This design comes from an exercise in tuning for small area on the open sky130 flow, not from production work. In this exercise RTL edits were held to simulation tests only and were not proved equivalent to the original. Power and IR drop assume default switching activity.

==> flow/design.v (outline; a module is shown in full before it is edited, if it fits) <==
// module flex_counter: 41 lines
// module flex_sr: 41 lines
// module sync: 21 lines
// module EOP_det: 46 lines
// module NRZI_decoder: 25 lines
// module clk_div: 37 lines
// module clk_div_rx: 45 lines
// module data_reg: 69 lines
// module nrzi_encoder: 13 lines
// module rx_controller: 271 lines
// module usb_rx: 94 lines
// module usb_tx_fsm: 404 lines
// module usb_tx_wrapper: 35 lines
// module data_buffer: 106 lines
// module bit8x64_data_reg: 30 lines
// module ahb_lite_satellite: 547 lines
// module ahb_usb: 35 lines
module ahb_usb #(
) (
    input clk, n_rst,
    input logic hsel,
    input logic [3:0] haddr,
    input logic [2:0] hsize,
    input logic [1:0] htrans,
    input logic hwrite,
    input logic [2:0] hburst,
    input logic [31:0] hwdata,
    output logic hready,
    output logic [31:0] hrdata,
    output logic hresp,
    input logic dp_in,
    input logic dm_in,
    output logic dp_out,
    output logic dm_out,
    output logic d_mode
);
  // ...
==> flow/run.sh <==
#!/bin/bash
# synth_recipe.tcl (not shown) runs the flow's synth.tcl, then flattens the netlist and writes it again
# the make line also repeats each setting of config.mk as NAME=value (left out here)
make -C /OpenROAD-flow-scripts/flow DESIGN_CONFIG=/design/flow/config.mk WORK_HOME=/design/flow/orfs CLKGATE_MAP_FILE= SYNTH_SCRIPT=/design/flow/synth_recipe.tcl finish
==> flow/config.mk <==
export PLATFORM = sky130hd
export DESIGN_NAME = ahb_usb
export DESIGN_NICKNAME = ahb_usb
export VERILOG_FILES = /design/flow/design.v
export SDC_FILE = /design/flow/constraint.sdc
export NUM_CORES = 4
export LEC_CHECK = 0
export CAP_MARGIN = 20
export CORE_MARGIN = 2
export CORE_UTILIZATION = 40
export SLEW_MARGIN = 20
==> flow/constraint.sdc <==
create_clock -name core_clock -period 10.0 [get_ports {clk}]
set_input_delay 2.0000 -clock core_clock [delete_from_list [all_inputs] [get_ports {clk}]]
set_output_delay 2.0000 -clock core_clock [all_outputs]
set_load 0.01 [all_outputs]
==> notes.md, run 1 <==
status no timing/DRC/antenna violations; CP startpoint kind flop; Post-Synth XOR/XNOR Area 0.01098; dpl cell area between 40000 and 50000 µm²; share of cells above drive strength 1 0.1334; grt met2 use 0.3925; Starting Density 0.4027; Worst Setup Slack, final roughly 3400 ps; # clock sinks 719; Final Hold Viols 0; reg2reg end DB.dataregs.data[6]$_DFFE_PN0N_; wl on met1 57.44 mm; most frequent cells in the layout 845 x nand2_1, 691 x dfrtp_1, 466 x o21ai_0, 238 x mux4_2, 224 x nor2_1; Synth top area share 0.4257; CLK BUF 125; nonclk buf count 141; DRT antenna net count 0; CP Class flop to primary output; layer with the highest usage met2; largest area contributor in the netlist dfrtp_1; grt ovf 0; Final setup viols 0; switch share 0.3893; # nets final 4103; # Max-Cap Violations 0; Detailed Route WL 134.6 mm; vias in the first global route 32304; simple-gate share of the synthesized area 0.1536; critical path's largest stage delay between 600 and 700 ps; CTS tree done; DR vias 33058; Area Overhead vs Synth 11.41%; critical path fanouts, max 19; CP endpoint hrdata[6]
==> module data_buffer, before the edit <==
module data_buffer (
    input logic clk, n_rst, clear, flush, store_TX_data, store_RX_packet_data, get_RX_data, get_TX_packet_data,
    input logic [7:0] TX_data, RX_packet_data,
    output logic clear_done,
    output logic [7:0] RX_data, TX_packet_data,
    output logic [6:0] buffer_occupancy
);
    logic wcnt_enable, last_store_TX_data, last_store_RX_data;
    logic [6:0] waddr;
    logic [7:0] wdata;
    logic [63:0] wen;
    logic [63:0] [7:0] data_out;
    logic clear_flag;
    assign clear_flag = clear | flush;
    always_ff @( posedge clk, negedge n_rst ) begin
        if(~n_rst) begin
            last_store_TX_data <= 0;
            last_store_RX_data <= 0;
        end else begin
            last_store_TX_data <= store_TX_data;
            last_store_RX_data <= store_RX_packet_data;
        end
    end
    always_comb begin : writeCounter
        if (waddr < 64) begin
            wcnt_enable = last_store_RX_data | last_store_TX_data;
        end
        else begin
            wcnt_enable = 0;
        end
    end
    flex_counter #(7) wcounter (.clk(clk), .n_rst(n_rst), .clear(clear_flag), .count_enable(wcnt_enable), .rollover_val(7'd64), .count_out(waddr), .rollover_flag());
    always_comb begin
        if (last_store_RX_data == 1) begin
            wdata = RX_packet_data;
        end
        else begin
            wdata = TX_data;
        end
    end
    always_comb begin : writeEnable
        if (waddr < 64) begin
            if ((last_store_TX_data == 1) || (last_store_RX_data == 1)) begin
                wen = '0;
                wen[waddr[5:0]] = 1;
            end
            else begin
                wen = '0;
            end
        end
        else begin
            wen = '0;
        end
    end
    bit8x64_data_reg dataregs (.clk(clk), .n_rst(n_rst), .clear(clear), .flush(flush), .waddr(waddr), .wen(wen), .wdata(wdata), .data_out(data_out));
    logic rcnt_enable;
    logic [6:0] raddr_temp;
    flex_counter #(7) rcounter (.clk(clk), .n_rst(n_rst), .clear(clear_flag) , .count_enable(rcnt_enable), .rollover_val(7'd64), .count_out(raddr_temp), .rollover_flag());
    always_comb begin : readEnable
        if (raddr_temp < waddr) begin
            rcnt_enable = get_TX_packet_data || get_RX_data;
        end
        else begin
            rcnt_enable = 0;
        end
    end
    logic [7:0] rdata, data, n_data;
    assign rdata = raddr_temp[6] ? 8'h00 : data_out[raddr_temp[5:0]];
    always_comb begin
        TX_packet_data = '0;
        RX_data = '0;
        if ((get_RX_data == 1)) begin
            RX_data = rdata; 
        end
        else if (get_TX_packet_data == 1)begin
            TX_packet_data = rdata; 
        end
        else begin
            TX_packet_data = '0;
            RX_data = '0;
        end
    end
    logic [6:0] buff_temp;
    logic count_en;
    always_comb begin
        if (buff_temp < 64) begin
            if ((last_store_RX_data == 1) || (last_store_TX_data == 1)) begin
                count_en = 1;
            end
            else begin
                count_en = 0;
            end
        end
        else begin
            count_en = 0;
        end
        if ((clear == 1) || (flush == 1)) begin
            clear_done = 1;
        end
        else begin
            clear_done = 0;
        end
    end
    flex_counter #(7) buff_counter (.clk(clk), .n_rst(n_rst), .clear(clear_flag), .count_enable(count_en), .rollover_val(7'd64), .count_out(buff_temp), .rollover_flag());
    assign buffer_occupancy = buff_temp - raddr_temp;
endmodule
==> inputs of run 2 (changes only) <==
--- a/flow/design.v
+++ b/flow/design.v
@@ -1162,133 +1162,43 @@
     output logic [6:0] buffer_occupancy
 );
-    logic wcnt_enable, last_store_TX_data, last_store_RX_data;
-    logic [6:0] waddr;
-    logic [7:0] wdata;
-    logic [63:0] wen;
-    logic [63:0] [7:0] data_out;
-    logic clear_flag;
+    logic last_store_TX_data, last_store_RX_data;
+    logic [6:0] waddr, raddr, hw;
+    logic [63:0][7:0] mem;
+    logic clear_flag, any_store, wr, rd;
+    logic [7:0] wval, rdata;
     assign clear_flag = clear | flush;
-    always_ff @( posedge clk, negedge n_rst ) begin
-        if(~n_rst) begin
+    assign clear_done = clear_flag;
+    assign any_store = last_store_TX_data | last_store_RX_data;
+    assign wr = (clear_flag | any_store) & ~waddr[6];
+    assign wval = clear_flag ? 8'h00 : (last_store_RX_data ? RX_packet_data : TX_data);
+    assign rd = (raddr < waddr) & (get_TX_packet_data | get_RX_data);
+    always_ff @(posedge clk, negedge n_rst) begin
+        if (~n_rst) begin
             last_store_TX_data <= 0;
             last_store_RX_data <= 0;
+            waddr <= 0;
+            raddr <= 0;
+            hw <= 0;
         end else begin
             last_store_TX_data <= store_TX_data;
             last_store_RX_data <= store_RX_packet_data;
-        end
-    end
-    always_comb begin : writeCounter
-        if (waddr < 64) begin
-            wcnt_enable = last_store_RX_data | last_store_TX_data;
-        end
-        else begin
-            wcnt_enable = 0;
-        end
-    end
-    flex_counter #(7) wcounter (.clk(clk), .n_rst(n_rst), .clear(clear_flag), .count_enable(wcnt_enable), .rollover_val(7'd64), .count_out(waddr), .rollover_flag());
-    always_comb begin
-        if (last_store_RX_data == 1) begin
-            wdata = RX_packet_data;
-        end
-        else begin
-            wdata = TX_data;
-        end
-    end
-    always_comb begin : writeEnable
-        if (waddr < 64) begin
-            if ((last_store_TX_data == 1) || (last_store_RX_data == 1)) begin
-                wen = '0;
-                wen[waddr[5:0]] = 1;
-            end
-            else begin
-                wen = '0;
-            end
-        end
-        else begin
-            wen = '0;
-        end
-    end
-    bit8x64_data_reg dataregs (.clk(clk), .n_rst(n_rst), .clear(clear), .flush(flush), .waddr(waddr), .wen(wen), .wdata(wdata), .data_out(data_out));
-    logic rcnt_enable;
-    logic [6:0] raddr_temp;
-    flex_counter #(7) rcounter (.clk(clk), .n_rst(n_rst), .clear(clear_flag) , .count_enable(rcnt_enable), .rollover_val(7'd64), .count_out(raddr_temp), .rollover_flag());
-    always_comb begin : readEnable
-        if (raddr_temp < waddr) begin
-            rcnt_enable = get_TX_packet_data || get_RX_data;
-        end
-        else begin
-            rcnt_enable = 0;
-        end
-    end
-    logic [7:0] rdata, data, n_data;
-    assign rdata = raddr_temp[6] ? 8'h00 : data_out[raddr_temp[5:0]];
-    always_comb begin
-        TX_packet_data = '0;
-        RX_data = '0;
-        if ((get_RX_data == 1)) begin
-            RX_data = rdata; 
-        end
-        else if (get_TX_packet_data == 1)begin
-            TX_packet_data = rdata; 
-        end
-        else begin
-            TX_packet_data = '0;
-            RX_data = '0;
-        end
-    end
-    logic [6:0] buff_temp;
-    logic count_en;
-    always_comb begin
-        if (buff_temp < 64) begin
-            if ((last_store_RX_data == 1) || (last_store_TX_data == 1)) begin
-                count_en = 1;
-            end
-            else begin
-                count_en = 0;
-            end
-        end
-        else begin
-            count_en = 0;
-        end
-        if ((clear == 1) || (flush == 1)) begin
-            clear_done = 1;
-        end
-        else begin
-            clear_done = 0;
-        end
-    end
-    flex_counter #(7) buff_counter (.clk(clk), .n_rst(n_rst), .clear(clear_flag), .count_enable(count_en), .rollover_val(7'd64), .count_out(buff_temp), .rollover_flag());
-    assign buffer_occupancy = buff_temp - raddr_temp;
-endmodule
-`timescale 1ns / 10ps
-module bit8x64_data_reg (
-    input logic clk, n_rst, clear, flush,
-    input logic [6:0] waddr,
-    input logic [63:0] wen,
-    input logic [7:0] wdata,
-    output logic [63:0] [7:0]  data_out 
-);
-    logic [7:0] n_data;
-    logic [63:0] [7:0]  data ;
-    always_ff @( posedge clk, negedge n_rst ) begin : blockName
-        if (n_rst == 0) begin
-            data <= '0;
-        end
-        else begin
-            if (!waddr[6]) data[waddr[5:0]] <= n_data;
-        end
-    end
-    always_comb begin
-        if ((clear == 1) || (flush == 1)) begin
-            n_data = '0;
-        end
-        else if (wen[waddr[5:0]] == 1) begin
-            n_data = wdata;
-        end
-        else begin
-            n_data = data[waddr[5:0]];
-        end
-    end
-    assign data_out = data;
+            if (clear_flag) waddr <= 0;
+            else if (any_store & ~waddr[6]) waddr <= waddr + 1;
+            if (clear_flag) raddr <= 0;
+            else if (rd) raddr <= raddr + 1;
+            if (wr && (waddr == hw)) hw <= hw + 1;
+        end
+    end
+    logic [63:0] we;
+    always_comb
+        for (int i = 0; i < 64; i++) we[i] = wr & (waddr[5:0] == i[5:0]);
+    always_ff @(posedge clk) begin
+        for (int i = 0; i < 64; i++)
+            mem[i] <= mem[i] ^ ({8{we[i]}} & (mem[i] ^ wval));
+    end
+    assign rdata = (raddr < hw) ? mem[raddr[5:0]] : 8'h00;
+    assign RX_data = get_RX_data ? rdata : 8'h00;
+    assign TX_packet_data = (~get_RX_data & get_TX_packet_data) ? rdata : 8'h00;
+    assign buffer_occupancy = waddr - raddr;
 endmodule
 `timescale 1ns / 10ps
==> notes.md, run 2 <==
Max Root-Sink Buffers 3 (unchanged); largest net degree at the start of global routing 101 (was 177); worst endpoint required time 8000 ps (about the same); share of cells above drive strength 1 0.1573 (was 0.1334); initial antenna violation count 0 (was 4); flops & latches, synth 719 (unchanged); largest area contributor in the netlist edfxtp_1 (was dfrtp_1); # Max-Cap Violations 0 (unchanged); post-DR vias/cell 5.858 (was 6.066); Starting Density 0.4055 (was 0.4027); Detailed Route WL 88.55 mm (was 134.6 mm); total chip power 8613 µW (was 10660 µW); pre-CTS setup slack 3674 ps (was 3116 ps); skew final 52.13 ps (was 28.64 ps); Synth top area share 0.4603 (was 0.4257); count of cell types in the netlist 83 (was 96); post-cts resize count 0 (unchanged); CP Class flop to primary output (unchanged); Hold Slack 349.8 ps (was 344.3 ps); DRT Pass-1 Iters 5 (was 6); Post-synth top cells 512 x edfxtp_1, 276 x nor2_1, 184 x dfrtp_1, 164 x nand2_1, 132 x mux4_2 (was 846 x nand2_1, 696 x dfrtp_1, 466 x o21ai_0, 238 x mux4_2, 224 x nor2_1); # port buffers 82 (unchanged); first-pass GRT wire length 135.0 mm (was 204.8 mm); die width 293.0 µm (was 323.8 µm); fmax 156.7 MHz (was 151.7 MHz); Die Footprint 85830 µm² (was 104900 µm²); Post-synth EDFFs 512 (was 0); critical path fanouts, max 22 (was 19); Peak VDD IR 0.1207 mV (was 0.1818 mV); Final setup viols 0 (unchanged); Post-route DRC 0 (unchanged); sequential area share after synthesis 0.6163 (was 0.4405); Worst Setup Slack, final 3618 ps (was 3406 ps); crit path DAT 4380 ps (was 4590 ps); pwr/cell area 227.3 nW/µm² (was 233.8 nW/µm²); Max Slew Vio Count 0 (unchanged); cts hold-fix bufs 0 (unchanged); gp weighted congestion 0.8944 (was 0.9594); Tightest Hold Check Type flop to flop (unchanged); worst-margin pin slew 1144 ps (was 1108 ps); TritonCTS buffer count 80 (was 84); most frequent cells in the layout 512 x edfxtp_1, 267 x nor2_1, 181 x dfrtp_1, 164 x nand2_1, 132 x mux4_2 (was 845 x nand2_1, 691 x dfrtp_1, 466 x o21ai_0, 238 x mux4_2, 224 x nor2_1); register clock-pin slew on the reported worst setup and hold paths 70 ps (was 60 ps); crit path cell chain inv_1, ha_1, a21o_1, a21oi_1, xor2_1, o21ai_0, a22oi_1, nor2_1, clkdlybuf4s50_1 (was buf_4, clkinv_1, ha_1, nor2b_1, o21ai_0, nand2b_1, a21o_1, a21oi_1, xnor2_1, o21ai_0, a22oi_1, nor2_1, clkdlybuf4s50_1); antenna diode count 0 (was 3); Area Overhead vs Synth 13.45% (was 11.41%); setup TNS 0 ps (unchanged); most common cell in the synthesized netlist edfxtp_1 (was nand2_1); CP startpoint kind flop (unchanged); initial drt markers 2164 (was 3668); Pleak 0.01287 µW (was 0.01824 µW); Wirelength per Cell 24.08 µm (was 24.70 µm); vias in the first global route 21511 (was 32304); maximum level of the CTS H-tree 3 (unchanged); Die Y 293.0 µm (was 323.8 µm); Ys Warns 18 (was 20); Tot GR Track Use 0.2057 (was 0.2574); # clock sinks 719 (unchanged); Final HPWL DP 58.66 mm (was 90.12 mm); Worst setup EP type primary output (unchanged); grt ovf 0 (unchanged); core area 82370 µm² (was 101600 µm²); Root Buffer clkbuf_16 (unchanged); post-route minimum period 6382 ps (was 6594 ps); DR vias 21539 (was 33058); Final Hold Viols 0 (unchanged); Syn Std Cell Area 33400 µm² (was 40910 µm²); RSZ-0062 raised after global routing false (unchanged); critical path's largest stage delay 1000 ps (was 650 ps); CTS tree done (unchanged); worst rel slew slack 0.2317 (was 0.2585); final period utilization 0.6382 (was 0.6594); FP Rows 105 (was 117); Max stage delay cell, worst path dfrtp_1 (was clkinv_1); status no timing/DRC/antenna violations (unchanged); most used flip-flop cell after synthesis edfxtp_1 (was dfrtp_1); cells after synthesis 2482 (was 4083); # nets final 2631 (was 4103); Synth async-reset ratio 0.2879 (was 1.000); Reg2Reg Setup Slack 4970 ps (was 3420 ps); Synth Area per Inst 13.46 µm² (was 10.02 µm²); # IOs 87 (unchanged); DRT antenna net count 0 (unchanged); number of post-CTS setup repair buffers 0 (unchanged); Clock Latency Late Sink 670 ps (was 690 ps); most common cell after layout, fill and taps aside edfxtp_1 (was nand2_1); synthesized net count 2573 (was 4177); top post-synthesis cells by area edfxtp_1 46%, dfrtp_1 14%, mux4_2 8.9%, nor2_1 3.1%, mux2_2 2.0% (was dfrtp_1 43%, mux4_2 13%, nand2_1 7.8%, o21ai_0 5.7%, mux2i_1 3.4%)
## run 2: routing by layer
| layer | routed length [µm] | vias to the layer above | GRT usage |
|---|---|---|---|
| met5 | 0 | - | 0 |
| met4 | 2521 | 0 | 0.06554 |
| met3 | 5800 | 139 | 0.03563 |
| met2 | 42260 | 779 | 0.3333 |
| met1 | 37970 | 11075 | 0.2830 |
| li1 | - | 9546 | - |
## run 2: power breakdown
part,switching (µW),internal [µW]
Sequential,317,3560
Clock,1280,1630
Combinational,1180,646
Total,2780,5840
## run 2: final timing paths
| kind | from | to | depth (start not counted) |
|---|---|---|---|
| hold / removal | RX.DPIN.ff_out$_DFF_PN1_ | RX.DPIN.sync_out$_DFF_PN1_ | 0 |
| setup reg to reg | DB.raddr[1]$_DFFE_PN0P_ | TX.fsm.bit8sr.parallel_out[0]$_DFFE_PN1P_ | 11 |
| min in group asynchronous | n_rst | TX.divider.counter8.count_out[1]$_DFF_PN0_ | 1 |
| hold reg to reg | RX.DPIN.ff_out$_DFF_PN1_ | RX.DPIN.sync_out$_DFF_PN1_ | 0 |
| max in group asynchronous | n_rst | AHB.data_buffer_reg[19]$_DFFE_PN0P_ | 3 |
| setup / recovery | DB.raddr[4]$_DFFE_PN0P_ | hrdata[6] | 9 |
## run 2: final cells by class
| cell class | instances | area [µm²] |
|---|---|---|
| flip-flops and latches | 719 | 20590 |
| fillers | 7240 | 44480 |
| clock inverters | 49 | 500.5 |
| clock buffers | 100 | 2137 |
| repair buffers | 120 | 1122 |
| multi-input cells | 1554 | 11960 |
| inverters | 65 | 244.0 |
| well taps | 1070 | 1339 |
## run 2: per-stage QoR
step | cell area (µm²) | util | cells
after floorplan | 33400 | - | 2482
after global placement | 35240 | 0.4278 | 3528
after detailed placement | 35250 | 0.4279 | 3528
after CTS | 37880 | 0.4599 | 3677
after global routing | 37890 | 0.4600 | 3677
final | 37890 | 0.4600 | 3677
## run 2: cell families after synthesis
| logic type | synth area share |
|---|---|
| adders and majority gates | 0.01558 |
| DFF | 0.6163 |
| AOI/OAI and AO/OA | 0.08380 |
| buffers and inverters | 0.02810 |
| xor gates and xnor gates | 0.01468 |
| and+or+nand+nor | 0.1091 |
| muxes | 0.1325 |
## run 2: critical path: cells and delay by family, from the launching register on
kind	cells	cell delay [ps]
AOI/OAI and AO/OA	4	710
xor gates and xnor gates	1	280
adders and majority gates	1	520
buffers and inverters	2	1120
DFF	1	1000
and+or+nand+nor	1	80

## what the ideal ports hide
The flow's constraints put no driver on any port. The routed layouts listed below were extracted and timed again, unchanged, in two steps. Step 1: set_driving_cell puts a clkbuf_16 on clk and a buf_2 on each other input, an assumption about the parent block. Step 2 times the ports against the registers' clock, not the clock port: input delays grow and output delays shrink by t, the midpoint of the rising clock arrivals with the driver on. Three values: no drivers, after step 1, after step 2; two values: the first two.
| run | t, ns | setup slack, ns | worst setup path at the end | worst register clock-pin slew, ns |
|---|---|---|---|---|
| run 1 | 0.744 | 3.406 / 3.337 / 3.409 | input to output | 0.06 / 0.06 |
| run 2 | 0.704 | 3.618 / 3.554 / 3.612 | input to output | 0.07 / 0.07 |
After both steps every run listed still meets setup and hold. For run 2, which loses most, drivers alone change the setup slack by -0.064 ns; drivers and shift together by -0.006 ns.
